This design comes from an exercise in tuning for small area and a short achievable clock period on the open sky130 flow, not from production work. In this exercise RTL edits were held to simulation tests only and were not proved equivalent to the original. Power figures rest on the tool's default switching activity, not on a simulated workload.

### flow/run.sh
#!/bin/bash
# synth_recipe.tcl (not shown) runs the flow's synth.tcl, then flattens the netlist and writes it again
# the make line also repeats each setting of config.mk as NAME=value (left out here)
make -C /OpenROAD-flow-scripts/flow DESIGN_CONFIG=/design/flow/config.mk WORK_HOME=/design/flow/orfs CLKGATE_MAP_FILE= SYNTH_SCRIPT=/design/flow/synth_recipe.tcl finish
### flow/config.mk
export PLATFORM = sky130hd
export DESIGN_NAME = Optimized_Wallace
export DESIGN_NICKNAME = Optimized_Wallace
export VERILOG_FILES = /design/flow/design.v
export SDC_FILE = /design/flow/constraint.sdc
export NUM_CORES = 4
export LEC_CHECK = 0
export CAP_MARGIN = 20
export CORE_MARGIN = 2
export CORE_UTILIZATION = 40
export SETUP_SLACK_MARGIN = 1.4
export SLEW_MARGIN = 20
export SYNTH_HIERARCHICAL = 1
export SYNTH_MINIMUM_KEEP_SIZE = 0
export TNS_END_PERCENT = 0
### flow/constraint.sdc
create_clock -name core_clock -period 3.0 [get_ports {clk}]
set_input_delay 0.6000 -clock core_clock [delete_from_list [all_inputs] [get_ports {clk}]]
set_output_delay 0.6000 -clock core_clock [all_outputs]
set_load 0.01 [all_outputs]
### flow/design.v
`timescale 1ns / 1ps
module fa(input a, b, c, output s, co);
    assign s = a ^ b ^ c;
    assign co = (a & b) | (a & c) | (b & c);
endmodule
module ha(input a, b, output s, co);
    assign s = a ^ b;
    assign co = a & b;
endmodule
module Optimized_Wallace(
    input clk, rst,
    input [15:0] A, B,
    output reg [31:0] PRODUCT
);
    reg [15:0] ra;
    reg rb15;
    reg one0;
    reg two0;
    reg neg0;
    reg one1;
    reg two1;
    reg neg1;
    reg one2;
    reg two2;
    reg neg2;
    reg one3;
    reg two3;
    reg neg3;
    reg one4;
    reg two4;
    reg neg4;
    reg one5;
    reg two5;
    reg neg5;
    reg one6;
    reg two6;
    reg neg6;
    reg one7;
    reg two7;
    reg neg7;
    reg [92:0] r2;
    reg [54:0] r3;
    reg v1, v2, v3;
    wire pp1 = ((one0 & ra[0])) ^ neg0;
    wire pp2 = ((one0 & ra[1]) | (two0 & ra[0])) ^ neg0;
    wire pp3 = ((one0 & ra[2]) | (two0 & ra[1])) ^ neg0;
    wire pp4 = ((one0 & ra[3]) | (two0 & ra[2])) ^ neg0;
    wire pp5 = ((one0 & ra[4]) | (two0 & ra[3])) ^ neg0;
    wire pp6 = ((one0 & ra[5]) | (two0 & ra[4])) ^ neg0;
    wire pp7 = ((one0 & ra[6]) | (two0 & ra[5])) ^ neg0;
    wire pp8 = ((one0 & ra[7]) | (two0 & ra[6])) ^ neg0;
    wire pp9 = ((one0 & ra[8]) | (two0 & ra[7])) ^ neg0;
    wire pp10 = ((one0 & ra[9]) | (two0 & ra[8])) ^ neg0;
    wire pp11 = ((one0 & ra[10]) | (two0 & ra[9])) ^ neg0;
    wire pp12 = ((one0 & ra[11]) | (two0 & ra[10])) ^ neg0;
    wire pp13 = ((one0 & ra[12]) | (two0 & ra[11])) ^ neg0;
    wire pp14 = ((one0 & ra[13]) | (two0 & ra[12])) ^ neg0;
    wire pp15 = ((one0 & ra[14]) | (two0 & ra[13])) ^ neg0;
    wire pp16 = ((one0 & ra[15]) | (two0 & ra[14])) ^ neg0;
    wire pp17 = ((two0 & ra[15])) ^ neg0;
    wire ns18 = ~neg0;
    wire pp19 = ((one1 & ra[0])) ^ neg1;
    wire pp20 = ((one1 & ra[1]) | (two1 & ra[0])) ^ neg1;
    wire pp21 = ((one1 & ra[2]) | (two1 & ra[1])) ^ neg1;
    wire pp22 = ((one1 & ra[3]) | (two1 & ra[2])) ^ neg1;
    wire pp23 = ((one1 & ra[4]) | (two1 & ra[3])) ^ neg1;
    wire pp24 = ((one1 & ra[5]) | (two1 & ra[4])) ^ neg1;
    wire pp25 = ((one1 & ra[6]) | (two1 & ra[5])) ^ neg1;
    wire pp26 = ((one1 & ra[7]) | (two1 & ra[6])) ^ neg1;
    wire pp27 = ((one1 & ra[8]) | (two1 & ra[7])) ^ neg1;
    wire pp28 = ((one1 & ra[9]) | (two1 & ra[8])) ^ neg1;
    wire pp29 = ((one1 & ra[10]) | (two1 & ra[9])) ^ neg1;
    wire pp30 = ((one1 & ra[11]) | (two1 & ra[10])) ^ neg1;
    wire pp31 = ((one1 & ra[12]) | (two1 & ra[11])) ^ neg1;
    wire pp32 = ((one1 & ra[13]) | (two1 & ra[12])) ^ neg1;
    wire pp33 = ((one1 & ra[14]) | (two1 & ra[13])) ^ neg1;
    wire pp34 = ((one1 & ra[15]) | (two1 & ra[14])) ^ neg1;
    wire pp35 = ((two1 & ra[15])) ^ neg1;
    wire ns36 = ~neg1;
    wire pp37 = ((one2 & ra[0])) ^ neg2;
    wire pp38 = ((one2 & ra[1]) | (two2 & ra[0])) ^ neg2;
    wire pp39 = ((one2 & ra[2]) | (two2 & ra[1])) ^ neg2;
    wire pp40 = ((one2 & ra[3]) | (two2 & ra[2])) ^ neg2;
    wire pp41 = ((one2 & ra[4]) | (two2 & ra[3])) ^ neg2;
    wire pp42 = ((one2 & ra[5]) | (two2 & ra[4])) ^ neg2;
    wire pp43 = ((one2 & ra[6]) | (two2 & ra[5])) ^ neg2;
    wire pp44 = ((one2 & ra[7]) | (two2 & ra[6])) ^ neg2;
    wire pp45 = ((one2 & ra[8]) | (two2 & ra[7])) ^ neg2;
    wire pp46 = ((one2 & ra[9]) | (two2 & ra[8])) ^ neg2;
    wire pp47 = ((one2 & ra[10]) | (two2 & ra[9])) ^ neg2;
    wire pp48 = ((one2 & ra[11]) | (two2 & ra[10])) ^ neg2;
    wire pp49 = ((one2 & ra[12]) | (two2 & ra[11])) ^ neg2;
    wire pp50 = ((one2 & ra[13]) | (two2 & ra[12])) ^ neg2;
    wire pp51 = ((one2 & ra[14]) | (two2 & ra[13])) ^ neg2;
    wire pp52 = ((one2 & ra[15]) | (two2 & ra[14])) ^ neg2;
    wire pp53 = ((two2 & ra[15])) ^ neg2;
    wire ns54 = ~neg2;
    wire pp55 = ((one3 & ra[0])) ^ neg3;
    wire pp56 = ((one3 & ra[1]) | (two3 & ra[0])) ^ neg3;
    wire pp57 = ((one3 & ra[2]) | (two3 & ra[1])) ^ neg3;
    wire pp58 = ((one3 & ra[3]) | (two3 & ra[2])) ^ neg3;
    wire pp59 = ((one3 & ra[4]) | (two3 & ra[3])) ^ neg3;
    wire pp60 = ((one3 & ra[5]) | (two3 & ra[4])) ^ neg3;
    wire pp61 = ((one3 & ra[6]) | (two3 & ra[5])) ^ neg3;
    wire pp62 = ((one3 & ra[7]) | (two3 & ra[6])) ^ neg3;
    wire pp63 = ((one3 & ra[8]) | (two3 & ra[7])) ^ neg3;
    wire pp64 = ((one3 & ra[9]) | (two3 & ra[8])) ^ neg3;
    wire pp65 = ((one3 & ra[10]) | (two3 & ra[9])) ^ neg3;
    wire pp66 = ((one3 & ra[11]) | (two3 & ra[10])) ^ neg3;
    wire pp67 = ((one3 & ra[12]) | (two3 & ra[11])) ^ neg3;
    wire pp68 = ((one3 & ra[13]) | (two3 & ra[12])) ^ neg3;
    wire pp69 = ((one3 & ra[14]) | (two3 & ra[13])) ^ neg3;
    wire pp70 = ((one3 & ra[15]) | (two3 & ra[14])) ^ neg3;
    wire pp71 = ((two3 & ra[15])) ^ neg3;
    wire ns72 = ~neg3;
    wire pp73 = ((one4 & ra[0])) ^ neg4;
    wire pp74 = ((one4 & ra[1]) | (two4 & ra[0])) ^ neg4;
    wire pp75 = ((one4 & ra[2]) | (two4 & ra[1])) ^ neg4;
    wire pp76 = ((one4 & ra[3]) | (two4 & ra[2])) ^ neg4;
    wire pp77 = ((one4 & ra[4]) | (two4 & ra[3])) ^ neg4;
    wire pp78 = ((one4 & ra[5]) | (two4 & ra[4])) ^ neg4;
    wire pp79 = ((one4 & ra[6]) | (two4 & ra[5])) ^ neg4;
    wire pp80 = ((one4 & ra[7]) | (two4 & ra[6])) ^ neg4;
    wire pp81 = ((one4 & ra[8]) | (two4 & ra[7])) ^ neg4;
    wire pp82 = ((one4 & ra[9]) | (two4 & ra[8])) ^ neg4;
    wire pp83 = ((one4 & ra[10]) | (two4 & ra[9])) ^ neg4;
    wire pp84 = ((one4 & ra[11]) | (two4 & ra[10])) ^ neg4;
    wire pp85 = ((one4 & ra[12]) | (two4 & ra[11])) ^ neg4;
    wire pp86 = ((one4 & ra[13]) | (two4 & ra[12])) ^ neg4;
    wire pp87 = ((one4 & ra[14]) | (two4 & ra[13])) ^ neg4;
    wire pp88 = ((one4 & ra[15]) | (two4 & ra[14])) ^ neg4;
    wire pp89 = ((two4 & ra[15])) ^ neg4;
    wire ns90 = ~neg4;
    wire pp91 = ((one5 & ra[0])) ^ neg5;
    wire pp92 = ((one5 & ra[1]) | (two5 & ra[0])) ^ neg5;
    wire pp93 = ((one5 & ra[2]) | (two5 & ra[1])) ^ neg5;
    wire pp94 = ((one5 & ra[3]) | (two5 & ra[2])) ^ neg5;
    wire pp95 = ((one5 & ra[4]) | (two5 & ra[3])) ^ neg5;
    wire pp96 = ((one5 & ra[5]) | (two5 & ra[4])) ^ neg5;
    wire pp97 = ((one5 & ra[6]) | (two5 & ra[5])) ^ neg5;
    wire pp98 = ((one5 & ra[7]) | (two5 & ra[6])) ^ neg5;
    wire pp99 = ((one5 & ra[8]) | (two5 & ra[7])) ^ neg5;
    wire pp100 = ((one5 & ra[9]) | (two5 & ra[8])) ^ neg5;
    wire pp101 = ((one5 & ra[10]) | (two5 & ra[9])) ^ neg5;
    wire pp102 = ((one5 & ra[11]) | (two5 & ra[10])) ^ neg5;
    wire pp103 = ((one5 & ra[12]) | (two5 & ra[11])) ^ neg5;
    wire pp104 = ((one5 & ra[13]) | (two5 & ra[12])) ^ neg5;
    wire pp105 = ((one5 & ra[14]) | (two5 & ra[13])) ^ neg5;
    wire pp106 = ((one5 & ra[15]) | (two5 & ra[14])) ^ neg5;
    wire pp107 = ((two5 & ra[15])) ^ neg5;
    wire ns108 = ~neg5;
    wire pp109 = ((one6 & ra[0])) ^ neg6;
    wire pp110 = ((one6 & ra[1]) | (two6 & ra[0])) ^ neg6;
    wire pp111 = ((one6 & ra[2]) | (two6 & ra[1])) ^ neg6;
    wire pp112 = ((one6 & ra[3]) | (two6 & ra[2])) ^ neg6;
    wire pp113 = ((one6 & ra[4]) | (two6 & ra[3])) ^ neg6;
    wire pp114 = ((one6 & ra[5]) | (two6 & ra[4])) ^ neg6;
    wire pp115 = ((one6 & ra[6]) | (two6 & ra[5])) ^ neg6;
    wire pp116 = ((one6 & ra[7]) | (two6 & ra[6])) ^ neg6;
    wire pp117 = ((one6 & ra[8]) | (two6 & ra[7])) ^ neg6;
    wire pp118 = ((one6 & ra[9]) | (two6 & ra[8])) ^ neg6;
    wire pp119 = ((one6 & ra[10]) | (two6 & ra[9])) ^ neg6;
    wire pp120 = ((one6 & ra[11]) | (two6 & ra[10])) ^ neg6;
    wire pp121 = ((one6 & ra[12]) | (two6 & ra[11])) ^ neg6;
    wire pp122 = ((one6 & ra[13]) | (two6 & ra[12])) ^ neg6;
    wire pp123 = ((one6 & ra[14]) | (two6 & ra[13])) ^ neg6;
    wire pp124 = ((one6 & ra[15]) | (two6 & ra[14])) ^ neg6;
    wire pp125 = ((two6 & ra[15])) ^ neg6;
    wire ns126 = ~neg6;
    wire pp127 = ((one7 & ra[0])) ^ neg7;
    wire pp128 = ((one7 & ra[1]) | (two7 & ra[0])) ^ neg7;
    wire pp129 = ((one7 & ra[2]) | (two7 & ra[1])) ^ neg7;
    wire pp130 = ((one7 & ra[3]) | (two7 & ra[2])) ^ neg7;
    wire pp131 = ((one7 & ra[4]) | (two7 & ra[3])) ^ neg7;
    wire pp132 = ((one7 & ra[5]) | (two7 & ra[4])) ^ neg7;
    wire pp133 = ((one7 & ra[6]) | (two7 & ra[5])) ^ neg7;
    wire pp134 = ((one7 & ra[7]) | (two7 & ra[6])) ^ neg7;
    wire pp135 = ((one7 & ra[8]) | (two7 & ra[7])) ^ neg7;
    wire pp136 = ((one7 & ra[9]) | (two7 & ra[8])) ^ neg7;
    wire pp137 = ((one7 & ra[10]) | (two7 & ra[9])) ^ neg7;
    wire pp138 = ((one7 & ra[11]) | (two7 & ra[10])) ^ neg7;
    wire pp139 = ((one7 & ra[12]) | (two7 & ra[11])) ^ neg7;
    wire pp140 = ((one7 & ra[13]) | (two7 & ra[12])) ^ neg7;
    wire pp141 = ((one7 & ra[14]) | (two7 & ra[13])) ^ neg7;
    wire pp142 = ((one7 & ra[15]) | (two7 & ra[14])) ^ neg7;
    wire pp143 = ((two7 & ra[15])) ^ neg7;
    wire ns144 = ~neg7;
    wire pp145 = rb15 & ra[0];
    wire pp146 = rb15 & ra[1];
    wire pp147 = rb15 & ra[2];
    wire pp148 = rb15 & ra[3];
    wire pp149 = rb15 & ra[4];
    wire pp150 = rb15 & ra[5];
    wire pp151 = rb15 & ra[6];
    wire pp152 = rb15 & ra[7];
    wire pp153 = rb15 & ra[8];
    wire pp154 = rb15 & ra[9];
    wire pp155 = rb15 & ra[10];
    wire pp156 = rb15 & ra[11];
    wire pp157 = rb15 & ra[12];
    wire pp158 = rb15 & ra[13];
    wire pp159 = rb15 & ra[14];
    wire pp160 = rb15 & ra[15];
    wire s161, c162;
    fa u_s161 (.a(pp3), .b(pp19), .c(neg1), .s(s161), .co(c162));
    wire s163, c164;
    fa u_s163 (.a(pp5), .b(pp21), .c(pp37), .s(s163), .co(c164));
    wire s165, c166;
    fa u_s165 (.a(pp6), .b(pp22), .c(pp38), .s(s165), .co(c166));
    wire s167, c168;
    fa u_s167 (.a(pp7), .b(pp23), .c(pp39), .s(s167), .co(c168));
    wire s169, c170;
    fa u_s169 (.a(pp8), .b(pp24), .c(pp40), .s(s169), .co(c170));
    wire s171, c172;
    fa u_s171 (.a(pp9), .b(pp25), .c(pp41), .s(s171), .co(c172));
    wire s173, c174;
    fa u_s173 (.a(pp57), .b(pp73), .c(neg4), .s(s173), .co(c174));
    wire s175, c176;
    fa u_s175 (.a(pp10), .b(pp26), .c(pp42), .s(s175), .co(c176));
    wire s177, c178;
    fa u_s177 (.a(pp11), .b(pp27), .c(pp43), .s(s177), .co(c178));
    wire s179, c180;
    fa u_s179 (.a(pp59), .b(pp75), .c(pp91), .s(s179), .co(c180));
    wire s181, c182;
    fa u_s181 (.a(pp12), .b(pp28), .c(pp44), .s(s181), .co(c182));
    wire s183, c184;
    fa u_s183 (.a(pp60), .b(pp76), .c(pp92), .s(s183), .co(c184));
    wire s185, c186;
    fa u_s185 (.a(pp13), .b(pp29), .c(pp45), .s(s185), .co(c186));
    wire s187, c188;
    fa u_s187 (.a(pp61), .b(pp77), .c(pp93), .s(s187), .co(c188));
    wire s189, c190;
    fa u_s189 (.a(pp14), .b(pp30), .c(pp46), .s(s189), .co(c190));
    wire s191, c192;
    fa u_s191 (.a(pp62), .b(pp78), .c(pp94), .s(s191), .co(c192));
    wire s193, c194;
    fa u_s193 (.a(pp15), .b(pp31), .c(pp47), .s(s193), .co(c194));
    wire s195, c196;
    fa u_s195 (.a(pp63), .b(pp79), .c(pp95), .s(s195), .co(c196));
    wire s197, c198;
    fa u_s197 (.a(pp111), .b(pp127), .c(neg7), .s(s197), .co(c198));
    wire s199, c200;
    fa u_s199 (.a(pp16), .b(pp32), .c(pp48), .s(s199), .co(c200));
    wire s201, c202;
    fa u_s201 (.a(pp64), .b(pp80), .c(pp96), .s(s201), .co(c202));
    wire s203, c204;
    ha u_s203 (.a(pp112), .b(pp128), .s(s203), .co(c204));
    wire s205, c206;
    fa u_s205 (.a(pp17), .b(pp33), .c(pp49), .s(s205), .co(c206));
    wire s207, c208;
    fa u_s207 (.a(pp65), .b(pp81), .c(pp97), .s(s207), .co(c208));
    wire s209, c210;
    fa u_s209 (.a(pp113), .b(pp129), .c(pp145), .s(s209), .co(c210));
    wire s211, c212;
    fa u_s211 (.a(neg0), .b(pp34), .c(pp50), .s(s211), .co(c212));
    wire s213, c214;
    fa u_s213 (.a(pp66), .b(pp82), .c(pp98), .s(s213), .co(c214));
    wire s215, c216;
    fa u_s215 (.a(pp114), .b(pp130), .c(pp146), .s(s215), .co(c216));
    wire s217, c218;
    fa u_s217 (.a(neg0), .b(pp35), .c(pp51), .s(s217), .co(c218));
    wire s219, c220;
    fa u_s219 (.a(pp67), .b(pp83), .c(pp99), .s(s219), .co(c220));
    wire s221, c222;
    fa u_s221 (.a(pp115), .b(pp131), .c(pp147), .s(s221), .co(c222));
    wire s223, c224;
    fa u_s223 (.a(ns18), .b(ns36), .c(pp52), .s(s223), .co(c224));
    wire s225, c226;
    fa u_s225 (.a(pp68), .b(pp84), .c(pp100), .s(s225), .co(c226));
    wire s227, c228;
    fa u_s227 (.a(pp116), .b(pp132), .c(pp148), .s(s227), .co(c228));
    wire s229 = ~(pp53 ^ pp69);
    wire c230 = pp53 | pp69;
    wire s231, c232;
    fa u_s231 (.a(pp85), .b(pp101), .c(pp117), .s(s231), .co(c232));
    wire s233, c234;
    ha u_s233 (.a(pp133), .b(pp149), .s(s233), .co(c234));
    wire s235, c236;
    fa u_s235 (.a(ns54), .b(pp70), .c(pp86), .s(s235), .co(c236));
    wire s237, c238;
    fa u_s237 (.a(pp102), .b(pp118), .c(pp134), .s(s237), .co(c238));
    wire s239 = ~(pp71 ^ pp87);
    wire c240 = pp71 | pp87;
    wire s241, c242;
    fa u_s241 (.a(pp103), .b(pp119), .c(pp135), .s(s241), .co(c242));
    wire s243, c244;
    fa u_s243 (.a(ns72), .b(pp88), .c(pp104), .s(s243), .co(c244));
    wire s245, c246;
    fa u_s245 (.a(pp120), .b(pp136), .c(pp152), .s(s245), .co(c246));
    wire s247 = ~(pp89 ^ pp105);
    wire c248 = pp89 | pp105;
    wire s249, c250;
    fa u_s249 (.a(pp121), .b(pp137), .c(pp153), .s(s249), .co(c250));
    wire s251, c252;
    fa u_s251 (.a(ns90), .b(pp106), .c(pp122), .s(s251), .co(c252));
    wire s253 = ~(pp107 ^ pp123);
    wire c254 = pp107 | pp123;
    wire s255, c256;
    fa u_s255 (.a(ns108), .b(pp124), .c(pp140), .s(s255), .co(c256));
    wire s257 = ~(pp125 ^ pp141);
    wire c258 = pp125 | pp141;
    wire s259, c260;
    fa u_s259 (.a(ns126), .b(pp142), .c(pp158), .s(s259), .co(c260));
    wire s261 = ~(pp143 ^ pp159);
    wire c262 = pp143 | pp159;
    wire s263, c264;
    fa u_s263 (.a(c162), .b(pp4), .c(pp20), .s(s263), .co(c264));
    wire s265, c266;
    fa u_s265 (.a(c166), .b(s167), .c(pp55), .s(s265), .co(c266));
    wire s267, c268;
    fa u_s267 (.a(c168), .b(s169), .c(pp56), .s(s267), .co(c268));
    wire s269, c270;
    fa u_s269 (.a(c170), .b(s171), .c(s173), .s(s269), .co(c270));
    wire s271, c272;
    fa u_s271 (.a(c172), .b(c174), .c(s175), .s(s271), .co(c272));
    wire s273, c274;
    fa u_s273 (.a(c176), .b(s177), .c(s179), .s(s273), .co(c274));
    wire s275, c276;
    fa u_s275 (.a(c178), .b(c180), .c(s181), .s(s275), .co(c276));
    wire s277, c278;
    fa u_s277 (.a(c182), .b(c184), .c(s185), .s(s277), .co(c278));
    wire s279, c280;
    fa u_s279 (.a(s187), .b(pp109), .c(neg6), .s(s279), .co(c280));
    wire s281, c282;
    fa u_s281 (.a(c186), .b(c188), .c(s189), .s(s281), .co(c282));
    wire s283, c284;
    ha u_s283 (.a(s191), .b(pp110), .s(s283), .co(c284));
    wire s285, c286;
    fa u_s285 (.a(c190), .b(c192), .c(s193), .s(s285), .co(c286));
    wire s287, c288;
    ha u_s287 (.a(s195), .b(s197), .s(s287), .co(c288));
    wire s289, c290;
    fa u_s289 (.a(c194), .b(c196), .c(c198), .s(s289), .co(c290));
    wire s291, c292;
    fa u_s291 (.a(s199), .b(s201), .c(s203), .s(s291), .co(c292));
    wire s293, c294;
    fa u_s293 (.a(c200), .b(c202), .c(c204), .s(s293), .co(c294));
    wire s295, c296;
    fa u_s295 (.a(s205), .b(s207), .c(s209), .s(s295), .co(c296));
    wire s297, c298;
    fa u_s297 (.a(c206), .b(c208), .c(c210), .s(s297), .co(c298));
    wire s299, c300;
    fa u_s299 (.a(s211), .b(s213), .c(s215), .s(s299), .co(c300));
    wire s301, c302;
    fa u_s301 (.a(c212), .b(c214), .c(c216), .s(s301), .co(c302));
    wire s303, c304;
    fa u_s303 (.a(s217), .b(s219), .c(s221), .s(s303), .co(c304));
    wire s305, c306;
    fa u_s305 (.a(c218), .b(c220), .c(c222), .s(s305), .co(c306));
    wire s307, c308;
    fa u_s307 (.a(s223), .b(s225), .c(s227), .s(s307), .co(c308));
    wire s309, c310;
    fa u_s309 (.a(c224), .b(c226), .c(c228), .s(s309), .co(c310));
    wire s311, c312;
    fa u_s311 (.a(s229), .b(s231), .c(s233), .s(s311), .co(c312));
    wire s313, c314;
    fa u_s313 (.a(c230), .b(c232), .c(c234), .s(s313), .co(c314));
    wire s315, c316;
    fa u_s315 (.a(s235), .b(s237), .c(pp150), .s(s315), .co(c316));
    wire s317, c318;
    fa u_s317 (.a(c236), .b(c238), .c(s239), .s(s317), .co(c318));
    wire s319, c320;
    ha u_s319 (.a(s241), .b(pp151), .s(s319), .co(c320));
    wire s321, c322;
    fa u_s321 (.a(c240), .b(c242), .c(s243), .s(s321), .co(c322));
    wire s323, c324;
    fa u_s323 (.a(c244), .b(c246), .c(s247), .s(s323), .co(c324));
    wire s325, c326;
    fa u_s325 (.a(c248), .b(c250), .c(s251), .s(s325), .co(c326));
    wire s327, c328;
    fa u_s327 (.a(c252), .b(s253), .c(pp139), .s(s327), .co(c328));
    wire s329, c330;
    fa u_s329 (.a(c254), .b(s255), .c(pp156), .s(s329), .co(c330));
    wire s331, c332;
    fa u_s331 (.a(c256), .b(s257), .c(pp157), .s(s331), .co(c332));
    wire s333, c334;
    fa u_s333 (.a(c262), .b(ns144), .c(pp160), .s(s333), .co(c334));
    wire s335, c336;
    fa u_s335 (.a(r2[5]), .b(r2[6]), .c(r2[7]), .s(s335), .co(c336));
    wire s337, c338;
    fa u_s337 (.a(r2[16]), .b(r2[17]), .c(r2[18]), .s(s337), .co(c338));
    wire s339, c340;
    fa u_s339 (.a(r2[20]), .b(r2[21]), .c(r2[22]), .s(s339), .co(c340));
    wire s341, c342;
    fa u_s341 (.a(r2[23]), .b(r2[24]), .c(r2[25]), .s(s341), .co(c342));
    wire s343, c344;
    fa u_s343 (.a(r2[26]), .b(r2[27]), .c(r2[28]), .s(s343), .co(c344));
    wire s345, c346;
    fa u_s345 (.a(r2[29]), .b(r2[30]), .c(r2[31]), .s(s345), .co(c346));
    wire s347, c348;
    fa u_s347 (.a(r2[33]), .b(r2[34]), .c(r2[35]), .s(s347), .co(c348));
    wire s349, c350;
    fa u_s349 (.a(r2[37]), .b(r2[38]), .c(r2[39]), .s(s349), .co(c350));
    wire s351, c352;
    fa u_s351 (.a(r2[41]), .b(r2[42]), .c(r2[43]), .s(s351), .co(c352));
    wire s353, c354;
    fa u_s353 (.a(r2[45]), .b(r2[46]), .c(r2[47]), .s(s353), .co(c354));
    wire s355, c356;
    fa u_s355 (.a(r2[49]), .b(r2[50]), .c(r2[51]), .s(s355), .co(c356));
    wire s357, c358;
    fa u_s357 (.a(r2[53]), .b(r2[54]), .c(r2[55]), .s(s357), .co(c358));
    wire s359, c360;
    fa u_s359 (.a(r2[57]), .b(r2[58]), .c(r2[59]), .s(s359), .co(c360));
    wire s361, c362;
    fa u_s361 (.a(r2[61]), .b(r2[62]), .c(r2[63]), .s(s361), .co(c362));
    wire s363, c364;
    fa u_s363 (.a(r2[65]), .b(r2[66]), .c(r2[67]), .s(s363), .co(c364));
    wire s365, c366;
    fa u_s365 (.a(r2[69]), .b(r2[70]), .c(r2[71]), .s(s365), .co(c366));
    wire s367, c368;
    fa u_s367 (.a(r2[73]), .b(r2[74]), .c(r2[75]), .s(s367), .co(c368));
    wire s369, c370;
    fa u_s369 (.a(r2[76]), .b(r2[77]), .c(r2[78]), .s(s369), .co(c370));
    wire s371, c372;
    fa u_s371 (.a(r2[80]), .b(r2[81]), .c(r2[82]), .s(s371), .co(c372));
    wire s373, c374;
    fa u_s373 (.a(r2[87]), .b(r2[88]), .c(r2[89]), .s(s373), .co(c374));
    wire s375, c376;
    fa u_s375 (.a(c336), .b(r2[8]), .c(r2[9]), .s(s375), .co(c376));
    wire s377, c378;
    ha u_s377 (.a(r2[10]), .b(r2[11]), .s(s377), .co(c378));
    wire s379, c380;
    ha u_s379 (.a(r2[12]), .b(r2[13]), .s(s379), .co(c380));
    wire s381, c382;
    ha u_s381 (.a(r2[14]), .b(r2[15]), .s(s381), .co(c382));
    wire s383, c384;
    ha u_s383 (.a(s337), .b(r2[19]), .s(s383), .co(c384));
    wire s385, c386;
    ha u_s385 (.a(c338), .b(s339), .s(s385), .co(c386));
    wire s387, c388;
    ha u_s387 (.a(c340), .b(s341), .s(s387), .co(c388));
    wire s389, c390;
    ha u_s389 (.a(c342), .b(s343), .s(s389), .co(c390));
    wire s391, c392;
    fa u_s391 (.a(c344), .b(s345), .c(r2[32]), .s(s391), .co(c392));
    wire s393, c394;
    fa u_s393 (.a(c346), .b(s347), .c(r2[36]), .s(s393), .co(c394));
    wire s395, c396;
    fa u_s395 (.a(c348), .b(s349), .c(r2[40]), .s(s395), .co(c396));
    wire s397, c398;
    fa u_s397 (.a(c350), .b(s351), .c(r2[44]), .s(s397), .co(c398));
    wire s399, c400;
    fa u_s399 (.a(c352), .b(s353), .c(r2[48]), .s(s399), .co(c400));
    wire s401, c402;
    fa u_s401 (.a(c354), .b(s355), .c(r2[52]), .s(s401), .co(c402));
    wire s403, c404;
    fa u_s403 (.a(c356), .b(s357), .c(r2[56]), .s(s403), .co(c404));
    wire s405, c406;
    fa u_s405 (.a(c358), .b(s359), .c(r2[60]), .s(s405), .co(c406));
    wire s407, c408;
    fa u_s407 (.a(c360), .b(s361), .c(r2[64]), .s(s407), .co(c408));
    wire s409, c410;
    fa u_s409 (.a(c362), .b(s363), .c(r2[68]), .s(s409), .co(c410));
    wire s411, c412;
    fa u_s411 (.a(c364), .b(s365), .c(r2[72]), .s(s411), .co(c412));
    wire s413, c414;
    ha u_s413 (.a(c366), .b(s367), .s(s413), .co(c414));
    wire s415, c416;
    fa u_s415 (.a(c368), .b(s369), .c(r2[79]), .s(s415), .co(c416));
    wire s417, c418;
    ha u_s417 (.a(c370), .b(s371), .s(s417), .co(c418));
    wire s419, c420;
    fa u_s419 (.a(c372), .b(r2[83]), .c(r2[84]), .s(s419), .co(c420));
    wire s421, c422;
    ha u_s421 (.a(r2[85]), .b(r2[86]), .s(s421), .co(c422));
    wire s423, c424;
    fa u_s423 (.a(c374), .b(r2[90]), .c(r2[91]), .s(s423), .co(c424));
    wire g425, p426;
    ha u_p426 (.a(r2[0]), .b(r2[1]), .s(p426), .co(g425));
    wire g427, p428;
    ha u_p428 (.a(c376), .b(s377), .s(p428), .co(g427));
    wire g429, p430;
    ha u_p430 (.a(c378), .b(s379), .s(p430), .co(g429));
    wire g431, p432;
    ha u_p432 (.a(c380), .b(s381), .s(p432), .co(g431));
    wire g433, p434;
    ha u_p434 (.a(c382), .b(s383), .s(p434), .co(g433));
    wire g435, p436;
    ha u_p436 (.a(c384), .b(s385), .s(p436), .co(g435));
    wire g437, p438;
    ha u_p438 (.a(c386), .b(s387), .s(p438), .co(g437));
    wire g439, p440;
    ha u_p440 (.a(c388), .b(s389), .s(p440), .co(g439));
    wire g441, p442;
    ha u_p442 (.a(c390), .b(s391), .s(p442), .co(g441));
    wire g443, p444;
    ha u_p444 (.a(c392), .b(s393), .s(p444), .co(g443));
    wire g445, p446;
    ha u_p446 (.a(c394), .b(s395), .s(p446), .co(g445));
    wire g447, p448;
    ha u_p448 (.a(c396), .b(s397), .s(p448), .co(g447));
    wire g449, p450;
    ha u_p450 (.a(c398), .b(s399), .s(p450), .co(g449));
    wire g451, p452;
    ha u_p452 (.a(c400), .b(s401), .s(p452), .co(g451));
    wire g453, p454;
    ha u_p454 (.a(c402), .b(s403), .s(p454), .co(g453));
    wire g455, p456;
    ha u_p456 (.a(c404), .b(s405), .s(p456), .co(g455));
    wire g457, p458;
    ha u_p458 (.a(c406), .b(s407), .s(p458), .co(g457));
    wire g459, p460;
    ha u_p460 (.a(c408), .b(s409), .s(p460), .co(g459));
    wire g461, p462;
    ha u_p462 (.a(c410), .b(s411), .s(p462), .co(g461));
    wire g463, p464;
    ha u_p464 (.a(c412), .b(s413), .s(p464), .co(g463));
    wire g465, p466;
    ha u_p466 (.a(c414), .b(s415), .s(p466), .co(g465));
    wire g467, p468;
    ha u_p468 (.a(c416), .b(s417), .s(p468), .co(g467));
    wire g469, p470;
    ha u_p470 (.a(c418), .b(s419), .s(p470), .co(g469));
    wire g471, p472;
    ha u_p472 (.a(c420), .b(s421), .s(p472), .co(g471));
    wire g473, p474;
    ha u_p474 (.a(c422), .b(s373), .s(p474), .co(g473));
    wire g475, p476;
    ha u_p476 (.a(c424), .b(r2[92]), .s(p476), .co(g475));
    wire t477 = p426 | g425;
    wire t478 = p428 | g427;
    wire t479 = p430 | g429;
    wire t480 = p432 | g431;
    wire t481 = p434 | g433;
    wire G482 = 1'b0 | (r2[2] & g425);
    wire P483 = r2[2] & t477;
    wire G484 = 1'b0 | (r2[3] & 1'b0);
    wire P485 = r2[3] & r2[2];
    wire G486 = 1'b0 | (r2[4] & 1'b0);
    wire P487 = r2[4] & r2[3];
    wire G488 = 1'b0 | (s335 & 1'b0);
    wire P489 = s335 & r2[4];
    wire G490 = 1'b0 | (s375 & 1'b0);
    wire P491 = s375 & s335;
    wire G492 = g427 | (t478 & 1'b0);
    wire P493 = t478 & s375;
    wire G494 = g429 | (t479 & g427);
    wire P495 = t479 & t478;
    wire G496 = g431 | (t480 & g429);
    wire P497 = t480 & t479;
    wire G498 = g433 | (t481 & g431);
    wire P499 = t481 & t480;
    wire G500 = G484 | (P485 & g425);
    wire P501 = P485 & t477;
    wire G502 = G486 | (P487 & G482);
    wire P503 = P487 & P483;
    wire G504 = G488 | (P489 & G484);
    wire P505 = P489 & P485;
    wire G506 = G490 | (P491 & G486);
    wire P507 = P491 & P487;
    wire G508 = G492 | (P493 & G488);
    wire P509 = P493 & P489;
    wire G510 = G494 | (P495 & G490);
    wire P511 = P495 & P491;
    wire G512 = G496 | (P497 & G492);
    wire P513 = P497 & P493;
    wire G514 = G498 | (P499 & G494);
    wire P515 = P499 & P495;
    wire G516 = G504 | (P505 & g425);
    wire P517 = P505 & t477;
    wire G518 = G506 | (P507 & G482);
    wire P519 = P507 & P483;
    wire G520 = G508 | (P509 & G500);
    wire P521 = P509 & P501;
    wire G522 = G510 | (P511 & G502);
    wire P523 = P511 & P503;
    wire G524 = G512 | (P513 & G504);
    wire P525 = P513 & P505;
    wire G526 = G514 | (P515 & G506);
    wire P527 = P515 & P507;
    wire G528 = G524 | (P525 & g425);
    wire P529 = P525 & t477;
    wire G530 = G526 | (P527 & G482);
    wire P531 = P527 & P483;
    wire sum532 = p426;
    wire sum533 = r2[2] ^ g425;
    wire sum534 = r2[3] ^ G482;
    wire sum535 = r2[4] ^ G500;
    wire sum536 = s335 ^ G502;
    wire sum537 = s375 ^ G516;
    wire sum538 = p428 ^ G518;
    wire sum539 = p430 ^ G520;
    wire sum540 = p432 ^ G522;
    wire sum541 = p434 ^ G528;
    wire t542 = r3[11] | r3[12];
    wire t543 = r3[13] | r3[14];
    wire t544 = r3[15] | r3[16];
    wire t545 = r3[17] | r3[18];
    wire t546 = r3[19] | r3[20];
    wire t547 = r3[21] | r3[22];
    wire t548 = r3[23] | r3[24];
    wire t549 = r3[25] | r3[26];
    wire t550 = r3[27] | r3[28];
    wire t551 = r3[29] | r3[30];
    wire t552 = r3[31] | r3[32];
    wire t553 = r3[33] | r3[34];
    wire t554 = r3[35] | r3[36];
    wire t555 = r3[37] | r3[38];
    wire t556 = r3[39] | r3[40];
    wire t557 = r3[41] | r3[42];
    wire t558 = r3[43] | r3[44];
    wire t559 = r3[45] | r3[46];
    wire t560 = r3[47] | r3[48];
    wire t561 = r3[49] | r3[50];
    wire t562 = r3[51] | r3[52];
    wire t563 = r3[53] | r3[54];
    wire g564 = r3[12] | (r3[11] & r3[10]);
    wire G565 = r3[14] | (t543 & g564);
    wire P566 = t543 & t542;
    wire G567 = r3[16] | (t544 & r3[14]);
    wire P568 = t544 & t543;
    wire G569 = r3[18] | (t545 & r3[16]);
    wire P570 = t545 & t544;
    wire G571 = r3[20] | (t546 & r3[18]);
    wire P572 = t546 & t545;
    wire G573 = r3[22] | (t547 & r3[20]);
    wire P574 = t547 & t546;
    wire G575 = r3[24] | (t548 & r3[22]);
    wire P576 = t548 & t547;
    wire G577 = r3[26] | (t549 & r3[24]);
    wire P578 = t549 & t548;
    wire G579 = r3[28] | (t550 & r3[26]);
    wire P580 = t550 & t549;
    wire G581 = r3[30] | (t551 & r3[28]);
    wire P582 = t551 & t550;
    wire G583 = r3[32] | (t552 & r3[30]);
    wire P584 = t552 & t551;
    wire G585 = r3[34] | (t553 & r3[32]);
    wire P586 = t553 & t552;
    wire G587 = r3[36] | (t554 & r3[34]);
    wire P588 = t554 & t553;
    wire G589 = r3[38] | (t555 & r3[36]);
    wire P590 = t555 & t554;
    wire G591 = r3[40] | (t556 & r3[38]);
    wire P592 = t556 & t555;
    wire G593 = r3[42] | (t557 & r3[40]);
    wire P594 = t557 & t556;
    wire G595 = r3[44] | (t558 & r3[42]);
    wire P596 = t558 & t557;
    wire G597 = r3[46] | (t559 & r3[44]);
    wire P598 = t559 & t558;
    wire G599 = r3[48] | (t560 & r3[46]);
    wire P600 = t560 & t559;
    wire G601 = r3[50] | (t561 & r3[48]);
    wire P602 = t561 & t560;
    wire G603 = r3[52] | (t562 & r3[50]);
    wire P604 = t562 & t561;
    wire G605 = r3[54] | (t563 & r3[52]);
    wire P606 = t563 & t562;
    wire G607 = G567 | (P568 & g564);
    wire P608 = P568 & t542;
    wire G609 = G569 | (P570 & G565);
    wire P610 = P570 & P566;
    wire G611 = G571 | (P572 & G567);
    wire P612 = P572 & P568;
    wire G613 = G573 | (P574 & G569);
    wire P614 = P574 & P570;
    wire G615 = G575 | (P576 & G571);
    wire P616 = P576 & P572;
    wire G617 = G577 | (P578 & G573);
    wire P618 = P578 & P574;
    wire G619 = G579 | (P580 & G575);
    wire P620 = P580 & P576;
    wire G621 = G581 | (P582 & G577);
    wire P622 = P582 & P578;
    wire G623 = G583 | (P584 & G579);
    wire P624 = P584 & P580;
    wire G625 = G585 | (P586 & G581);
    wire P626 = P586 & P582;
    wire G627 = G587 | (P588 & G583);
    wire P628 = P588 & P584;
    wire G629 = G589 | (P590 & G585);
    wire P630 = P590 & P586;
    wire G631 = G591 | (P592 & G587);
    wire P632 = P592 & P588;
    wire G633 = G593 | (P594 & G589);
    wire P634 = P594 & P590;
    wire G635 = G595 | (P596 & G591);
    wire P636 = P596 & P592;
    wire G637 = G597 | (P598 & G593);
    wire P638 = P598 & P594;
    wire G639 = G599 | (P600 & G595);
    wire P640 = P600 & P596;
    wire G641 = G601 | (P602 & G597);
    wire P642 = P602 & P598;
    wire G643 = G603 | (P604 & G599);
    wire P644 = P604 & P600;
    wire G645 = G605 | (P606 & G601);
    wire P646 = P606 & P602;
    wire G647 = G611 | (P612 & g564);
    wire P648 = P612 & t542;
    wire G649 = G613 | (P614 & G565);
    wire P650 = P614 & P566;
    wire G651 = G615 | (P616 & G607);
    wire P652 = P616 & P608;
    wire G653 = G617 | (P618 & G609);
    wire P654 = P618 & P610;
    wire G655 = G619 | (P620 & G611);
    wire P656 = P620 & P612;
    wire G657 = G621 | (P622 & G613);
    wire P658 = P622 & P614;
    wire G659 = G623 | (P624 & G615);
    wire P660 = P624 & P616;
    wire G661 = G625 | (P626 & G617);
    wire P662 = P626 & P618;
    wire G663 = G627 | (P628 & G619);
    wire P664 = P628 & P620;
    wire G665 = G629 | (P630 & G621);
    wire P666 = P630 & P622;
    wire G667 = G631 | (P632 & G623);
    wire P668 = P632 & P624;
    wire G669 = G633 | (P634 & G625);
    wire P670 = P634 & P626;
    wire G671 = G635 | (P636 & G627);
    wire P672 = P636 & P628;
    wire G673 = G637 | (P638 & G629);
    wire P674 = P638 & P630;
    wire G675 = G639 | (P640 & G631);
    wire P676 = P640 & P632;
    wire G677 = G641 | (P642 & G633);
    wire P678 = P642 & P634;
    wire G679 = G643 | (P644 & G635);
    wire P680 = P644 & P636;
    wire G681 = G645 | (P646 & G637);
    wire P682 = P646 & P638;
    wire G683 = G655 | (P656 & g564);
    wire P684 = P656 & t542;
    wire G685 = G657 | (P658 & G565);
    wire P686 = P658 & P566;
    wire G687 = G659 | (P660 & G607);
    wire P688 = P660 & P608;
    wire G689 = G661 | (P662 & G609);
    wire P690 = P662 & P610;
    wire G691 = G663 | (P664 & G647);
    wire P692 = P664 & P648;
    wire G693 = G665 | (P666 & G649);
    wire P694 = P666 & P650;
    wire G695 = G667 | (P668 & G651);
    wire P696 = P668 & P652;
    wire G697 = G669 | (P670 & G653);
    wire P698 = P670 & P654;
    wire G699 = G671 | (P672 & G655);
    wire P700 = P672 & P656;
    wire G701 = G673 | (P674 & G657);
    wire P702 = P674 & P658;
    wire G703 = G675 | (P676 & G659);
    wire P704 = P676 & P660;
    wire G705 = G677 | (P678 & G661);
    wire P706 = P678 & P662;
    wire G707 = G679 | (P680 & G663);
    wire P708 = P680 & P664;
    wire G709 = G681 | (P682 & G665);
    wire P710 = P682 & P666;
    wire G711 = G699 | (P700 & g564);
    wire P712 = P700 & t542;
    wire G713 = G701 | (P702 & G565);
    wire P714 = P702 & P566;
    wire G715 = G703 | (P704 & G607);
    wire P716 = P704 & P608;
    wire G717 = G705 | (P706 & G609);
    wire P718 = P706 & P610;
    wire G719 = G707 | (P708 & G647);
    wire P720 = P708 & P648;
    wire G721 = G709 | (P710 & G649);
    wire P722 = P710 & P650;
    wire sum723 = r3[11] ^ r3[10];
    wire sum724 = r3[13] ^ g564;
    wire sum725 = r3[15] ^ G565;
    wire sum726 = r3[17] ^ G607;
    wire sum727 = r3[19] ^ G609;
    wire sum728 = r3[21] ^ G647;
    wire sum729 = r3[23] ^ G649;
    wire sum730 = r3[25] ^ G651;
    wire sum731 = r3[27] ^ G653;
    wire sum732 = r3[29] ^ G683;
    wire sum733 = r3[31] ^ G685;
    wire sum734 = r3[33] ^ G687;
    wire sum735 = r3[35] ^ G689;
    wire sum736 = r3[37] ^ G691;
    wire sum737 = r3[39] ^ G693;
    wire sum738 = r3[41] ^ G695;
    wire sum739 = r3[43] ^ G697;
    wire sum740 = r3[45] ^ G711;
    wire sum741 = r3[47] ^ G713;
    wire sum742 = r3[49] ^ G715;
    wire sum743 = r3[51] ^ G717;
    wire sum744 = r3[53] ^ G719;
    wire [31:0] sum = {sum744, sum743, sum742, sum741, sum740, sum739, sum738, sum737, sum736, sum735, sum734, sum733, sum732, sum731, sum730, sum729, sum728, sum727, sum726, sum725, sum724, sum723, r3[9], r3[8], r3[7], r3[6], r3[5], r3[4], r3[3], r3[2], r3[1], r3[0]};
    always @(posedge clk or posedge rst) begin
        if (rst) begin
            v1 <= 1'b0; v2 <= 1'b0; v3 <= 1'b0;
            PRODUCT <= 32'd0;
        end else begin
            v1 <= 1'b1; v2 <= v1; v3 <= v2;
            PRODUCT <= sum & {32{v3}};
        end
    end
    always @(posedge clk) begin
        ra <= A;
        rb15 <= B[15];
        one0 <= B[0] ^ 1'b0;
        two0 <= (B[1] & ~B[0] & ~1'b0) | (~B[1] & B[0] & 1'b0);
        neg0 <= B[1] & ~(B[0] & 1'b0);
        one1 <= B[2] ^ B[1];
        two1 <= (B[3] & ~B[2] & ~B[1]) | (~B[3] & B[2] & B[1]);
        neg1 <= B[3] & ~(B[2] & B[1]);
        one2 <= B[4] ^ B[3];
        two2 <= (B[5] & ~B[4] & ~B[3]) | (~B[5] & B[4] & B[3]);
        neg2 <= B[5] & ~(B[4] & B[3]);
        one3 <= B[6] ^ B[5];
        two3 <= (B[7] & ~B[6] & ~B[5]) | (~B[7] & B[6] & B[5]);
        neg3 <= B[7] & ~(B[6] & B[5]);
        one4 <= B[8] ^ B[7];
        two4 <= (B[9] & ~B[8] & ~B[7]) | (~B[9] & B[8] & B[7]);
        neg4 <= B[9] & ~(B[8] & B[7]);
        one5 <= B[10] ^ B[9];
        two5 <= (B[11] & ~B[10] & ~B[9]) | (~B[11] & B[10] & B[9]);
        neg5 <= B[11] & ~(B[10] & B[9]);
        one6 <= B[12] ^ B[11];
        two6 <= (B[13] & ~B[12] & ~B[11]) | (~B[13] & B[12] & B[11]);
        neg6 <= B[13] & ~(B[12] & B[11]);
        one7 <= B[14] ^ B[13];
        two7 <= (B[15] & ~B[14] & ~B[13]) | (~B[15] & B[14] & B[13]);
        neg7 <= B[15] & ~(B[14] & B[13]);
        r2 <= {s333, s261, c260, s259, c258, c332, s331, c330, s329, c328, pp155, s327, c326, pp154, pp138, s325, c324, s249, s323, c322, s245, s321, c320, c318, s319, s317, c316, c314, s315, s313, c312, c310, s311, s309, c308, c306, s307, s305, c304, c302, s303, s301, c300, c298, s299, s297, c296, c294, s295, s293, c292, c290, s291, s289, c288, c286, s287, s285, c284, c282, s283, s281, c280, c278, s279, s277, c276, s183, s275, c274, neg5, s273, c272, pp74, pp58, s271, c270, s269, c268, s267, c266, neg3, s265, s165, c164, neg2, s163, c264, s263, s161, pp2, neg0, pp1};
        r3 <= {g475, p476, 1'b0, s423, g473, p474, g471, p472, g469, p470, g467, p468, g465, p466, g463, p464, g461, p462, g459, p460, g457, p458, g455, p456, g453, p454, g451, p452, g449, p450, g447, p448, g445, p446, g443, p444, g441, p442, g439, p440, g437, p438, g435, p436, G530, sum541, sum540, sum539, sum538, sum537, sum536, sum535, sum534, sum533, sum532};
    end
endmodule
==> results_dict.tcl, run 1 <==
set metrics [dict create \
    maxCapViolations 0 \
    detail_route.wl_per_cell_um 17.81 \
    firstDrtPassIters 5 \
    hold_start "v1" \
    place_congestion 0.8275 \
    dieArea_um2 30000 \
    yosysWarnings 7 \
    final.fill_count 2514 \
    grt_usage_pct 17.48 \
    synth.most_common_cell "dfxtp_1" \
    r2r_cells 5 \
    insertion_delay_ns 0.52 \
    synth-xor-area-share_pct 11.62 \
    syn_avg_cell_area_um2 11.58 \
    fin_worst_skew_ns 0.01110 \
    die_w_um 173.2 \
    hold_path_end "v2" \
    synth_enable_flop_cells 0 \
    tns_ns 0 \
    vias 7220 \
    peakVddDrop_mv 0.4646 \
    n_antenna_cell 0 \
    antenna_found_initial 0 \
    grt_pass1_wl_um 42450 \
    path_delay_family "adder cells" \
    p_total_mw 13.29 \
    grt_pass1_vias 7616 \
    cp.arrival_ns 2.43 \
    area_growth_syn_to_layout_pct 22.25 \
    synth_fp_nets 1190 \
    ioPinCount 66 \
    cpMaxStageDelayCell "fa_1" \
    synth_fa_ha_area_share_pct 25.52 \
    max_freq_ghz 0.4888 \
    crit_top_cell "fa_1" \
    synth_top_family_by_area "adder cells" \
    crit_chain "buf_6, a22oi_2, xnor2_1, fa_1, fa_1" \
    finalCritPeriodShare_pct 68.20 \
    r2r_slack_ns 0.95 \
    synth_seq_cells 222 \
    path_max_fanout 9 \
    synthMuxAreaShare_pct 0.6992 \
    layout_min_cycle_time_ns 2.046 \
    drive_gt1_share_pct 16.70 \
    cp-start-kind "flip-flop" \
    slew_viol_final 0 \
    hpwl_um 17790 \
    cp.required_ns 3.38 \
    port_buffers 65 \
    cts_root_buf "clkbuf_16" \
    setup_ws_ns 0.9540 \
    power_density_nw_per_um2 949.5 \
    tightest_slew_ns 0.4946 \
    fp.dieH_um 173.2 \
    yosys.area_share.simple_pct 6.424 \
    fin_area_um2 14000 \
    status "finished clean" \
    setup_viol 0 \
    worst-setup-path-type "reg2reg" \
    synthTopCellsByCount "dfxtp_1 (187), xnor2_1 (147), a22oi_1 (120)" \
    hold_buffers 0 \
    grt.overflow.total 0 \
    leakage_nw 5.528 \
    drtIter0Drc 447 \
    synth_top_area_share_pct 32.69 \
    drc 0 \
    seq_area_um2 4638 \
    final_nets 1244 \
    cts.clk_slew.worst_paths_ns 0.06 \
    max-clock-path-buffers 3 \
    r2r_end "r2[28]" \
    rsz0062_at_grt "yes" \
    r2r_start "two5" \
    h-tree-depth 1 \
    hold_viol_final 0 \
    syn_area_um2 11450 \
    slowest_delay_ns 0.49 \
    ant_nets 0 \
    hold-path-cell-count 0 \
    synth_ff_type "dfxtp_1" \
    async_reset_ff_share_pct 15.77 \
    core_region_area_um2 28010 \
    cp_num_cells 5 \
    viasPerCell 5.021 \
    grt_max_degree 36 \
    worst_slew_margin_rel_pct 66.17 \
    place_ws_ns 0.7977 \
    multi_input_comb_area_um2 6808 \
    drt_wl_total_um 25610 \
    hp-class "reg2reg" \
    start_util_pct 40.89 \
    synth-compound-area-share_pct 11.82 \
    cts_tree "built" \
    netlist-cell-type-count 45 \
    yosysSeqAreaShare_pct 40.34 \
    clock_sinks 222 \
    numCtsBuffers 25 \
    rows 61 \
    placed_area_um2 12900 \
    cp_num_buf_inv 1 \
    yosysTopAreaCell "dfxtp_1" \
    synthesis.instances 989 \
    synth.area.top_cells "dfxtp_1 (33%), fa_1 (19%), xnor2_1 (11%), a22oi_1 (7.9%), dfrtp_1 (7.6%)" \
    end_kind "flip-flop" \
]
## flip-flops by register name, summed over array words and instances, names as in the netlist, 16 cells and up
name	count
PRODUCT	32
r2	93
r3	53
ra	16
## worst max path at each step
stage          startpoint     end  slack (ns)
2_1_floorplan       ra[6]  r2[28]        1.04
3_3_place_gp         neg6  r2[39]        0.81
3_5_place_dp         two5  r2[48]        0.80
4_1_cts             r2[5]   r3[8]        0.94
5_1_grt             r2[7]   r3[8]        0.91
6_report             two5  r2[28]        0.95
## timing repair
item | 4_1_cts | 5_1_grt
setup endpoints to repair | 156 | 163
gates resized for setup | 23 | 29
pin swaps | 9 | 7
setup buffers | 1 | 2
## metal layers
layer  track usage [%]  wire (µm)  vias up
met5                 0          0        -
met4             3.955        395        0
met3             3.254       1620       30
met2             27.03      11110      212
met1             25.48      12480     3541
li1                  -          -     3437
## cell families (layout without fill, tap and decap cells)
kind of cell	Yosys count	after routing
xor+xnor	152	152
compound gates	190	190
buf+inv	108	179
fa+ha+maj	167	167
other cells	1	1
flops	222	222
mux	8	8
simple gates	141	141
## worst register-to-register path, stage by stage (launching register included)
cell and delay (ns):
dfxtp_2 0.44, buf_6 0.20, a22oi_2 0.07, xnor2_1 0.26
fa_1 0.49, fa_1 0.45
## metrics by stage
step | hold slack (ns) | utilization (%) | std cells
4_1_cts | 0.3580 | 49.49 | 1436
6_report | 0.3562 | 49.98 | 1438
3_5_place_dp | 0.3363 | 46.06 | 1391
5_1_grt | 0.3759 | 49.98 | 1438
2_1_floorplan | 0.3300 | - | 989
3_3_place_gp | 0.3360 | 46.06 | 1391
## modules after synthesis, one instance, submodules excluded
module             times used  flops+latches  area [µm²]  cells
Optimized_Wallace           1            222        8717    837
ha                         41              0       12.51      1
fa                        111              0       20.02      1
## layout make-up
type / count / area share, %
well taps: 378 / 3.378
repair buffers: 112 / 7.954
flip-flops and latches: 222 / 33.13
inverters: 23 / 0.6166
clock buffers: 27 / 4.593
clock inverters: 17 / 1.707
multi-input cells: 659 / 48.62
## power by group
group	leakage (nW)	internal (mW)	switching [mW]
Combinational	3.07	2.63	2.59
Clock	0.441	2.06	1.21
Sequential	2.02	4.12	0.677
## layout by cell type (no fill, tap or decap), types with 3 or more instances in the layout
cell / n
a21o_1: 8
a21oi_1: 16
a22oi_1: 62
a22oi_2: 58
and2_1: 28
buf_4: 20
buf_6: 26
bufinv_16: 6
clkbuf_16: 25
clkdlybuf4s50_1: 65
clkinv_2: 9
dfrtp_1: 35
dfxtp_1: 176
dfxtp_2: 9
fa_1: 109
ha_1: 55
inv_1: 23
mux2i_1: 8
nand2_1: 33
nand2b_1: 17
nand3_1: 6
nand3b_1: 7
nor2_1: 24
nor2b_1: 10
nor3_1: 9
o211ai_1: 3
o21ai_0: 15
o22ai_1: 6
xnor2_1: 142
xnor2_2: 5
xor2_1: 5
==> inputs of run 2 (changes only) <==
--- a/flow/config.mk
+++ b/flow/config.mk
@@ -10,2 +10,5 @@
 export CORE_UTILIZATION = 40
+export CTS_BUF_LIST = sky130_fd_sc_hd__clkbuf_16
+export CTS_CLUSTER_DIAMETER = 80
+export CTS_CLUSTER_SIZE = 30
 export SETUP_SLACK_MARGIN = 1.4
==> run 2 against run 1 <==
Compared with the run above: still clean on timing, DRC and antenna; cell area decreased by 2.9%; register-to-register slack barely moved; die area unchanged; sequential power is essentially flat; wire length is 1.9% lower; sequential share of layout area grew 0.97 points; global-route usage fell by 0.34 points; setup slack worse by 0.012 ns; non-clock buffer count is 1 lower; count of clock-buffer cells in the layout is 12 lower; combinational power barely moved; sequential cell count is the same; critical path type unchanged; critical endpoint unchanged; largest cell class unchanged.
==> results_dict.tcl, run 2 <==
set metrics [dict create \
    status "finished clean" \
    synth.most_common_cell "dfxtp_1" \
    r2r_slack_ns 0.94 \
    cts_tree "built" \
    peakVddDrop_mv 0.3470 \
    grt_pass1_vias 7405 \
    synth_top_area_share_pct 32.69 \
    antenna_found_initial 0 \
    fin_worst_skew_ns 0.02249 \
    seq_area_um2 4638 \
    fp.dieH_um 173.2 \
    detail_route.wl_per_cell_um 17.73 \
    path_max_fanout 9 \
    start_util_pct 40.89 \
    cpMaxStageDelayCell "fa_1" \
    die_w_um 173.2 \
    grt.overflow.total 0 \
    n_antenna_cell 0 \
    placedCellCount 1391 \
    async_reset_ff_share_pct 15.77 \
    synth_enable_flop_cells 0 \
    slowest_delay_ns 0.49 \
    holdWs_ns 0.3674 \
    r2r_start "two5" \
    switching_share_pct 36.41 \
    synth_ff_type "dfxtp_1" \
    critPathLaunch "two5" \
    crit_top_cell "fa_1" \
    drc 0 \
    insertion_delay_ns 0.50 \
    tightest_slew_ns 0.4814 \
    drt_wl_total_um 25120 \
    dieArea_um2 30000 \
    cts.clk_slew.worst_paths_ns 0.11 \
    clkPwrFrac_pct 17.8 \
    maxCapViolations 0 \
    combPwrFrac_pct 42.8 \
    syn_avg_cell_area_um2 11.58 \
    drive_gt1_share_pct 15.21 \
    final_common_cell "dfxtp_1" \
    worst-setup-path-type "reg2reg" \
    ant_nets 0 \
    final_nets 1232 \
    largest-register "r2" \
    slew_viol_final 0 \
    largest_reg_flops 93 \
    core_region_area_um2 28010 \
    clock_sinks 222 \
    p_total_mw 12.16 \
    numCtsBuffers 14 \
    final.fill_count 2538 \
    r2r_cells 5 \
    cts_root_buf "clkbuf_16" \
    place_congestion 0.8275 \
    finalCritPeriodShare_pct 68.60 \
    grt_pass1_wl_um 41590 \
    final_cells 1417 \
    yosysSeqAreaShare_pct 40.34 \
    multi_input_comb_area_um2 6812 \
    hold_viol_final 0 \
    synthTopCellsByCount "dfxtp_1 (187), xnor2_1 (147), a22oi_1 (120)" \
    max-clock-path-buffers 3 \
    drtIter0Drc 526 \
    cp.required_ns 3.38 \
    worst_slew_margin_rel_pct 67.08 \
    max_freq_ghz 0.4859 \
    p_sw_mw 4.428 \
    cp-endpoint "r2[28]" \
    reg.largest.list "r2: 93 flops, r3: 53 flops, PRODUCT: 32 flops" \
    path_delay_family "adder cells" \
    end_kind "flip-flop" \
    hpwl_um 17790 \
    cp-start-kind "flip-flop" \
    port_buffers 65 \
    cp_num_cells 5 \
    viasPerCell 5.008 \
    yosysTopAreaCell "dfxtp_1" \
    area_growth_syn_to_layout_pct 18.77 \
    layout_min_cycle_time_ns 2.058 \
    grt_max_degree 36 \
    crit_chain "buf_6, a22oi_2, xnor2_1, fa_1, fa_1" \
    cp_num_buf_inv 1 \
    cp.arrival_ns 2.43 \
    h-tree-depth 1 \
    p_int_mw 7.732 \
    netlist-cell-type-count 45 \
    syn_area_um2 11450 \
    seqPwrFrac_pct 39.4 \
    synth.area.top_cells "dfxtp_1 (33%), fa_1 (19%), xnor2_1 (11%), a22oi_1 (7.9%), dfrtp_1 (7.6%)" \
    ioPinCount 66 \
    yosysWarnings 7 \
    tns_ns 0 \
    synthesis.instances 989 \
    firstDrtPassIters 5 \
    leakage_nw 5.317 \
    layout_common_cells "dfxtp_1 (176), xnor2_1 (142), fa_1 (109), clkdlybuf4s50_1 (65), a22oi_1 (62)" \
    power_density_nw_per_um2 894.0 \
    hp-class "reg2reg" \
    hold_buffers 0 \
    setup_viol 0 \
    grt_usage_pct 17.15 \
    rows 61 \
    r2r_end "r2[28]" \
    vias 7096 \
    synth_seq_cells 222 \
    rsz0062_at_grt "yes" \
    synth_fp_nets 1190 \
]
-- run 2: cell count changes in the layout (fill, tap and decap cells not counted), moves of 2 or more --
cell	previous run	this run
buf_6	26	18
clkinv_16	0	2
clkbuf_16	25	15
inv_12	0	2
buf_4	20	27
clkinv_2	9	1
bufinv_16	6	0
-- run 2: worst min-delay path by stage --
stage / slack, ns / depth (start not counted) / from / end
CTS: 0.37 / 0 / v1 / v2
global placement: 0.34 / 0 / v1 / v2
detailed placement: 0.34 / 0 / v1 / v2
global route: 0.39 / 0 / v2 / v3
finish: 0.37 / 0 / v1 / v2
floorplan: 0.33 / 0 / neg3 / r2[11]
-- run 2: power groups by stage --
| stage | clock network, mW | logic [mW] | registers (mW) |
|---|---|---|---|
| finish | 2.17 | 5.21 | 4.79 |
| global route | 2.35 | 6.12 | 4.92 |
| CTS | 2.26 | 5.25 | 4.78 |
| detailed placement | 0 | 5.16 | 4.85 |
| global placement | 0 | 5.03 | 4.84 |
| floorplan | 0 | 3.65 | 4.73 |
-- run 2: per-stage QoR --
| stage | area (µm²) | utilization [%] | worst slack [ns] |
|---|---|---|---|
| floorplan | 12280 | - | 1.044 |
| global placement | 12900 | 46.06 | 0.8122 |
| detailed placement | 12900 | 46.06 | 0.7977 |
| CTS | 13480 | 48.11 | 0.9235 |
| global route | 13600 | 48.56 | 0.9017 |
| finish | 13600 | 48.56 | 0.9419 |
-- run 2: worst register-to-register path, delay by kind of cell (launching register included) --
family / cells / cell delay (ns)
buffers and inverters: 1 / 0.21
adder cells (fa/ha/maj): 2 / 0.94
AO/OA/AOI/OAI: 1 / 0.07
flip-flops: 1 / 0.46
XOR/XNOR: 1 / 0.26
-- run 2: per-layer routing --
layer  wire length [µm]  GRT usage, %
met5                  0             0
met4                278         3.143
met3               1720         3.408
met2              10890         26.45
met1              12230         25.20
-- run 2: modules after synthesis (local to each module, per instance) --
| module | copies in the design | cell area (µm²) | flops+latches |
|---|---|---|---|
| Optimized_Wallace | 1 | 8717 | 222 |
| ha | 41 | 12.51 | 0 |
| fa | 111 | 20.02 | 0 |
-- run 2: layout make-up --
class,count,area share [%]
well taps,378,3.477
inverters,23,0.6347
flip-flops and latches,222,34.10
repair buffers,111,7.911
multi-input cells,659,50.08
clock buffers,15,2.760
clock inverters,9,1.039
-- run 2: what timing repair did --
| action | in CTS | in global routing |
|---|---|---|
| resized for setup | 18 | 27 |
| endpoints found under the setup margin | 157 | 162 |
| buffers inserted | 1 | 1 |
| endpoints found under the hold margin | 0 | 0 |
| pin swaps | 9 | 7 |
-- run 2: cells by family after synthesis --
kind of cell	after synthesis	share of synthesized area [%]
AND/OR/NAND/NOR	141	6.424
buffers and inverters	108	3.540
adder cells (fa/ha/maj)	167	25.52
AO/OA/AOI/OAI	190	11.82
flip-flops	222	40.34
multiplexers	8	0.6993
XOR/XNOR	152	11.62
other	1	0.03274
==> inputs of run 3 (changes only) <==
--- a/flow/config.mk
+++ b/flow/config.mk
@@ -11,5 +11,5 @@
 export CTS_BUF_LIST = sky130_fd_sc_hd__clkbuf_16
-export CTS_CLUSTER_DIAMETER = 80
-export CTS_CLUSTER_SIZE = 30
-export SETUP_SLACK_MARGIN = 1.4
+export CTS_CLUSTER_DIAMETER = 100
+export CTS_CLUSTER_SIZE = 25
+export SETUP_SLACK_MARGIN = 1.1
 export SLEW_MARGIN = 20
==> run 3 against run 2 <==
Compared with the run above: critical path depth unchanged; hold slack got worse by 0.0020 ns; register-to-register slack gained 0.02 ns; highest routed layer unchanged.
==> results_dict.tcl, run 3 <==
set metrics [dict create \
    hold_viol_final 0 \
    final_cells 1415 \
    holdWs_ns 0.3655 \
    tightest_slew_ns 0.4916 \
    h-tree-depth 1 \
    yosysWarnings 7 \
    use_met2_pct 26.65 \
    cp-start-kind "flip-flop" \
    crit_chain "buf_8, a22oi_1, xnor2_1, fa_1, fa_1" \
    dieArea_um2 30000 \
    synth.most_common_cell "dfxtp_1" \
    hpwl_um 17790 \
    syn_avg_cell_area_um2 11.58 \
    placed_area_um2 12900 \
    fp.dieH_um 173.2 \
    cp.arrival_ns 2.40 \
    path_max_fanout 17 \
    hold_buffers 0 \
    crit_top_cell "fa_1" \
    grt_util_met3_pct 3.298 \
    slew_viol_final 0 \
    yosysSeqAreaShare_pct 40.34 \
    netlist-cell-type-count 45 \
    area_growth_syn_to_layout_pct 18.33 \
    insertion_delay_ns 0.51 \
    clock_sinks 222 \
    max-clock-path-buffers 3 \
    rsz0062_at_grt "yes" \
    maxCapViolations 0 \
    place_ws_ns 0.7977 \
    grt_pass1_vias 7464 \
    core_region_area_um2 28010 \
    r2r_slack_ns 0.96 \
    detail_route.wl_per_cell_um 17.84 \
    ioPinCount 66 \
    cts_tree "built" \
    tns_ns 0 \
    synth_fp_nets 1190 \
    end_kind "flip-flop" \
    synth_enable_flop_cells 0 \
    grt_max_degree 36 \
    hold_start "v1" \
    peakVddDrop_mv 0.3500 \
    fin_worst_skew_ns 0.03939 \
    reg.largest.list "r2: 93 flops, r3: 53 flops, PRODUCT: 32 flops" \
    cts.clk_slew.worst_paths_ns 0.11 \
    synth_seq_cells 222 \
    cpMaxStageDelayCell "fa_1" \
    drtIter0Drc 441 \
    largest_reg_flops 93 \
    vias 7113 \
    final.fill_count 2541 \
    place_congestion 0.8275 \
    power_density_nw_per_um2 879.8 \
    grt.overflow.total 0 \
    antenna_found_initial 0 \
    finalCritPeriodShare_pct 67.97 \
    rows 61 \
    drive_gt1_share_pct 15.14 \
    largest-register "r2" \
    setup_viol 0 \
    r2r_cells 5 \
    hold_path_end "v2" \
    final_nets 1233 \
    layout_common_cells "dfxtp_1 (174), xnor2_1 (142), fa_1 (108), clkdlybuf4s50_1 (65), a22oi_1 (62)" \
    max_freq_ghz 0.4904 \
    port_buffers 65 \
    r2r_end "r2[60]" \
    drc 0 \
    viasPerCell 5.027 \
    async_reset_ff_share_pct 15.77 \
    cp.required_ns 3.36 \
    setup_ws_ns 0.9608 \
    die_w_um 173.2 \
    cts_root_buf "clkbuf_16" \
    r2r_start "ra[10]" \
    yosysTopAreaCell "dfxtp_1" \
    synthesis.instances 989 \
    ant_nets 0 \
    slowest_delay_ns 0.48 \
    drt_wl_total_um 25240 \
    final_common_cell "dfxtp_1" \
    fin_area_um2 13550 \
    globalRoute.busiestLayer "met2" \
    synth_ff_type "dfxtp_1" \
    synthTopCellsByCount "dfxtp_1 (187), xnor2_1 (147), a22oi_1 (120)" \
    hp-class "reg2reg" \
    layout_min_cycle_time_ns 2.039 \
    grt_usage_pct 17.24 \
    start_util_pct 40.89 \
    hold-path-cell-count 0 \
    numCtsBuffers 13 \
    syn_area_um2 11450 \
    synth_top_area_share_pct 32.69 \
    grt_pass1_wl_um 41800 \
    synth.area.top_cells "dfxtp_1 (33%), fa_1 (19%), xnor2_1 (11%), a22oi_1 (7.9%), dfrtp_1 (7.6%)" \
    status "finished clean" \
    n_antenna_cell 0 \
    worst_slew_margin_rel_pct 66.38 \
    met1_usage_pct 25.23 \
    worst-setup-path-type "reg2reg" \
    leakage_nw 5.297 \
    firstDrtPassIters 5 \
    placedCellCount 1391 \
]
-- run 3: cell types whose count changed in the layout (fill, tap and decap cells not counted), sizes merged --
cell	change
buf	+2
inv	+3
clkbuf	-2
clkinvlp	-1
clkinv	-4
-- run 3: worst max-delay path by stage --
| stage | start | end | slack [ns] | depth (start not counted) |
|---|---|---|---|---|
| after floorplan | ra[6] | r2[28] | 1.04 | 6 |
| after global placement | neg6 | r2[39] | 0.81 | 5 |
| after detailed placement | two5 | r2[48] | 0.80 | 5 |
| after CTS | r2[5] | r3[8] | 0.94 | 7 |
| after global routing | r3[10] | PRODUCT[23] | 0.90 | 7 |
| final | ra[10] | r2[60] | 0.96 | 5 |
-- run 3: where the power goes --
group / switching [mW] / internal (mW)
Sequential: 0.683 / 4.12
Clock: 1.03 / 0.826
Combinational: 2.61 / 2.66
Total: 4.32 / 7.60
-- run 3: what timing repair did --
item | in CTS | in global routing
endpoints found under the setup margin | 116 | 114
gates cloned | 0 | 0
resized for setup | 29 | 35
pin swaps | 10 | 11
buffers inserted | 1 | 3
-- run 3: cell type report --
type / count / area (µm²) / area share, %
multi-input cells: 659 / 6830 / 50.40
flip-flops and latches: 222 / 4648 / 34.30
repair buffers: 113 / 1129 / 8.328
well taps: 378 / 473.0 / 3.490
clock buffers: 13 / 325.3 / 2.401
inverters: 23 / 86.33 / 0.6371
clock inverters: 7 / 60.06 / 0.4432
-- run 3: per-stage QoR --
| step | power (mW) | util, % |
|---|---|---|
| global placement | 9.871 | 46.06 |
| finish | 11.92 | 48.38 |
| detailed placement | 10.01 | 46.06 |
| floorplan | 8.375 | - |
| global route | 13.12 | 48.38 |
| CTS | 11.98 | 47.78 |
-- run 3: Yosys stat by module, one instance, submodules excluded --
| module | area (µm²) | flops+latches | copies in the design |
|---|---|---|---|
| Optimized_Wallace | 8717 | 222 | 1 |
| fa | 20.02 | 0 | 111 |
| ha | 12.51 | 0 | 41 |
-- run 3: per-layer routing --
| metal | wire (µm) | vias up |
|---|---|---|
| li1 | - | 3400 |
| met1 | 12320 | 3478 |
| met2 | 11020 | 213 |
| met3 | 1558 | 22 |
| met4 | 344 | 0 |
| met5 | 0 | - |
-- run 3: logic make-up after synthesis --
logic type	count (synthesis)	share of synthesized area [%]
other	1	0.03274
AOI/OAI and AO/OA	190	11.82
and+or+nand+nor	141	6.424
muxes	8	0.6993
buffers and inverters	108	3.540
xor gates and xnor gates	152	11.62
DFF	222	40.34
adders and majority gates	167	25.52
-- run 3: critical path, delay by kind of cell, from the launching register on --
kind                       cells  cell delay [ns]
AOI/OAI and AO/OA              1             0.13
xor gates and xnor gates       1             0.23
adders and majority gates      2             0.96
buffers and inverters          1             0.20
DFF                            1             0.37

## re-timing with driven ports
The flow's constraints put no driver on any port. The routed layouts listed below were extracted and timed again, unchanged, in two steps. Step 1 assumes that a clkbuf_16 drives the clock port and a buf_2 every other input. Step 2 also shifts input and output timing later by t, the mid clock arrival at the registers, as if the neighbouring blocks saw the same clock. Slacks: no drivers / after step 1 / after step 2; pairs: no drivers / after step 1.
run | shift t [ns] | setup WS [ns]
run 1 | 0.561 | 0.954 / 0.954 / 0.954
run 2 | 0.530 | 0.942 / 0.942 / 0.942
run 3 | 0.536 | 0.961 / 0.961 / 0.961
After both steps every run listed still meets setup and hold.
